What follows belongs to an exercise in optimizing a design on an open flow for small area and a short achievable clock period; a production flow would make more cautious choices.
Function was checked by simulation only, so behaviour that the tests miss may differ from the original.

==> module mips, before the edit <==
module mips(
	input			clk, reset,
	output	[31:0]	pc,
	input	[31:0]	instr,
	output			memwrite,
	output	[31:0]	aluout, writedata,
	input	[31:0]	readdata,
	input	[ 4:0]	dispSel,
	output	[31:0]	dispDat );
	wire [5:0] op    = instr[31:26];
	wire [5:0] funct = instr[5:0];
	wire i_mem   = op[5];                  
	wire i_sw    = op[5] &  op[3];
	wire i_lw    = op[5] & ~op[3];
	wire i_addi  = ~op[5] & op[3];
	wire i_beq   = ~op[5] & op[2];
	wire i_jmp   = ~op[5] & op[1];         
	wire i_jal   = ~op[5] & op[1] & op[0];
	wire i_r     = ~op[5] & ~op[3] & ~op[2] & ~op[1];
	wire r_alu   = funct[5];
	wire r_md    = ~funct[5] & funct[4];   
	wire r_multu = r_md & funct[0];
	wire r_mflo  = r_md & ~funct[0] & funct[1];
	wire r_mfhi  = r_md & ~funct[0] & ~funct[1];
	wire r_jr    = ~funct[5] & ~funct[4];
	wire multu = i_r & r_multu;
	wire jr    = i_r & r_jr;
	assign memwrite = i_sw;
	wire [4:0]  ra1 = instr[25:21];
	wire [4:0]  ra2 = instr[20:16];
	wire [4:0]  wa  = i_jal ? 5'd31 : (i_r ? instr[15:11] : instr[20:16]);
	wire        we  = i_jal | i_lw | i_addi | (i_r & (r_alu | (r_md & ~funct[0])));
	wire [31:0] wd;
	wire [31:0] r [0:31];
	assign r[0] = 32'b0;
	genvar gi;
	generate
		for (gi = 1; gi < 32; gi = gi + 1) begin : R
			reg [31:0] q;
			always @(posedge clk)
				if (we && wa == gi) q <= wd;
			assign r[gi] = q;
		end
	endgenerate
	wire [31:0] rs = r[ra1];
	wire [31:0] rt = r[ra2];
	assign writedata = rt;
	assign dispDat   = r[dispSel];
	wire [31:0] signimm = {{16{instr[15]}}, instr[15:0]};
	wire [31:0] addr = rs + signimm;
	assign aluout = addr;
	wire        sub  = funct[1];
	wire [31:0] rsum = rs + (sub ? ~rt : rt) + sub;
	reg [31:0] alures;
	always @(*)
		if (~i_r)
			alures = addr;
		else if (funct[2])
			alures = funct[0] ? (rs | rt) : (rs & rt);
		else if (funct[3])
			alures = {31'b0, rsum[31]};
		else
			alures = rsum;
	reg  [31:0] mA, mB;
	wire [63:0] mt, mu;
	mbooth mul(mA, mB, mt, mu);
	wire [63:0] prod = mt + mu;
	always @(posedge clk, posedge reset)
		if (reset) begin
			mA <= 32'b0;
			mB <= 32'b0;
		end else if (multu) begin
			mA <= rs;
			mB <= rt;
		end
	reg  [31:0] pcr;
	assign pc = pcr;
	wire [31:0] pcplus4  = pcr + 32'd4;
	wire [31:0] pcbranch = pcplus4 + {signimm[29:0], 2'b00};
	wire        eq = (rs == rt);
	wire [31:0] pcnext = jr ? rs :
	                     i_jmp ? {pcplus4[31:28], instr[25:0], 2'b00} :
	                     (i_beq & eq) ? pcbranch : pcplus4;
	always @(posedge clk, posedge reset)
		if (reset) pcr <= 32'b0;
		else       pcr <= pcnext;
	assign wd = i_jal ? pcplus4 :
	            i_lw  ? readdata :
	            (i_r & r_md) ? (funct[1] ? prod[31:0] : prod[63:32]) :
	            alures;
endmodule
==> flow/config.mk <==
export PLATFORM = sky130hd
export DESIGN_NAME = mips
export DESIGN_NICKNAME = mips
export VERILOG_FILES = /design/flow/design.v
export SDC_FILE = /design/flow/constraint.sdc
export NUM_CORES = 4
export LEC_CHECK = 0
export CAP_MARGIN = 20
export CORE_MARGIN = 2
export CORE_UTILIZATION = 40
export PLACE_DENSITY = 0.45
export SETUP_SLACK_MARGIN = 3
export SLEW_MARGIN = 20
export TNS_END_PERCENT = 0
==> flow/constraint.sdc <==
create_clock -name core_clock -period 12.0 [get_ports {clk}]
set_input_delay 2.4000 -clock core_clock [delete_from_list [all_inputs] [get_ports {clk}]]
set_output_delay 2.4000 -clock core_clock [all_outputs]
set_load 0.01 [all_outputs]
run.sh (not shown) runs the stock make flow with config.mk's settings and CLKGATE_MAP_FILE= SYNTH_SCRIPT=/design/flow/synth_recipe.tcl, a recipe that flattens the netlist after the stock synthesis.
==> next run, changes <==
--- a/flow/design.v
+++ b/flow/design.v
@@ -46,22 +46,20 @@
 	wire [31:0] rt = r[ra2];
 	assign writedata = rt;
 	assign dispDat   = r[dispSel];
 	wire [31:0] signimm = {{16{instr[15]}}, instr[15:0]};
-	wire [31:0] addr = rs + signimm;
-	assign aluout = addr;
-	wire        sub  = funct[1];
-	wire [31:0] rsum = rs + (sub ? ~rt : rt) + sub;
+	wire        sub  = i_r & funct[1];
+	wire [31:0] srcb = i_r ? rt : signimm;
+	wire [31:0] sum  = rs + (sub ? ~srcb : srcb) + sub;
+	assign aluout = sum;
 	reg [31:0] alures;
 	always @(*)
-		if (~i_r)
-			alures = addr;
-		else if (funct[2])
+		if (funct[2] & i_r)
 			alures = funct[0] ? (rs | rt) : (rs & rt);
-		else if (funct[3])
-			alures = {31'b0, rsum[31]};
+		else if (funct[3] & i_r)
+			alures = {31'b0, sum[31]};
 		else
-			alures = rsum;
+			alures = sum;
 	reg  [31:0] mA, mB;
 	wire [63:0] mt, mu;
 	mbooth mul(mA, mB, mt, mu);
 	wire [63:0] prod = mt + mu;
=> Cell area stays flat; utilization increases by 0.48 points; final cell count decreases by 0.32%; sequential share of layout area stays flat; synthesized cell count decreases by 1.1%.

-- re-timing with driven ports --
The flow's constraints put no driver on any port. The routed layouts listed below were extracted and timed again, unchanged, in two steps.
Step 1: set_driving_cell puts a clkbuf_16 on clk and a buf_2 on each other input, an assumption about the parent block.
Step 2, shift: input delay + t, output delay - t, t = (earliest + latest rising clock arrival at the registers) / 2. This alone moves slack from input paths to output paths.
Three values: no drivers, after step 1, after step 2; two values: the first two.
run	t (ns)	setup WS [ns]	slew at the worst register clock pin (ns)
the first run	0.950	2.419 / 2.396 / 1.844	0.09 / 0.09
the second run	0.924	2.307 / 2.274 / 2.274	0.07 / 0.07
After both steps setup and hold are still met in every run listed. The setup slack of the first run, which loses most, moves by -0.023 ns with the drivers and by -0.575 ns with both steps.
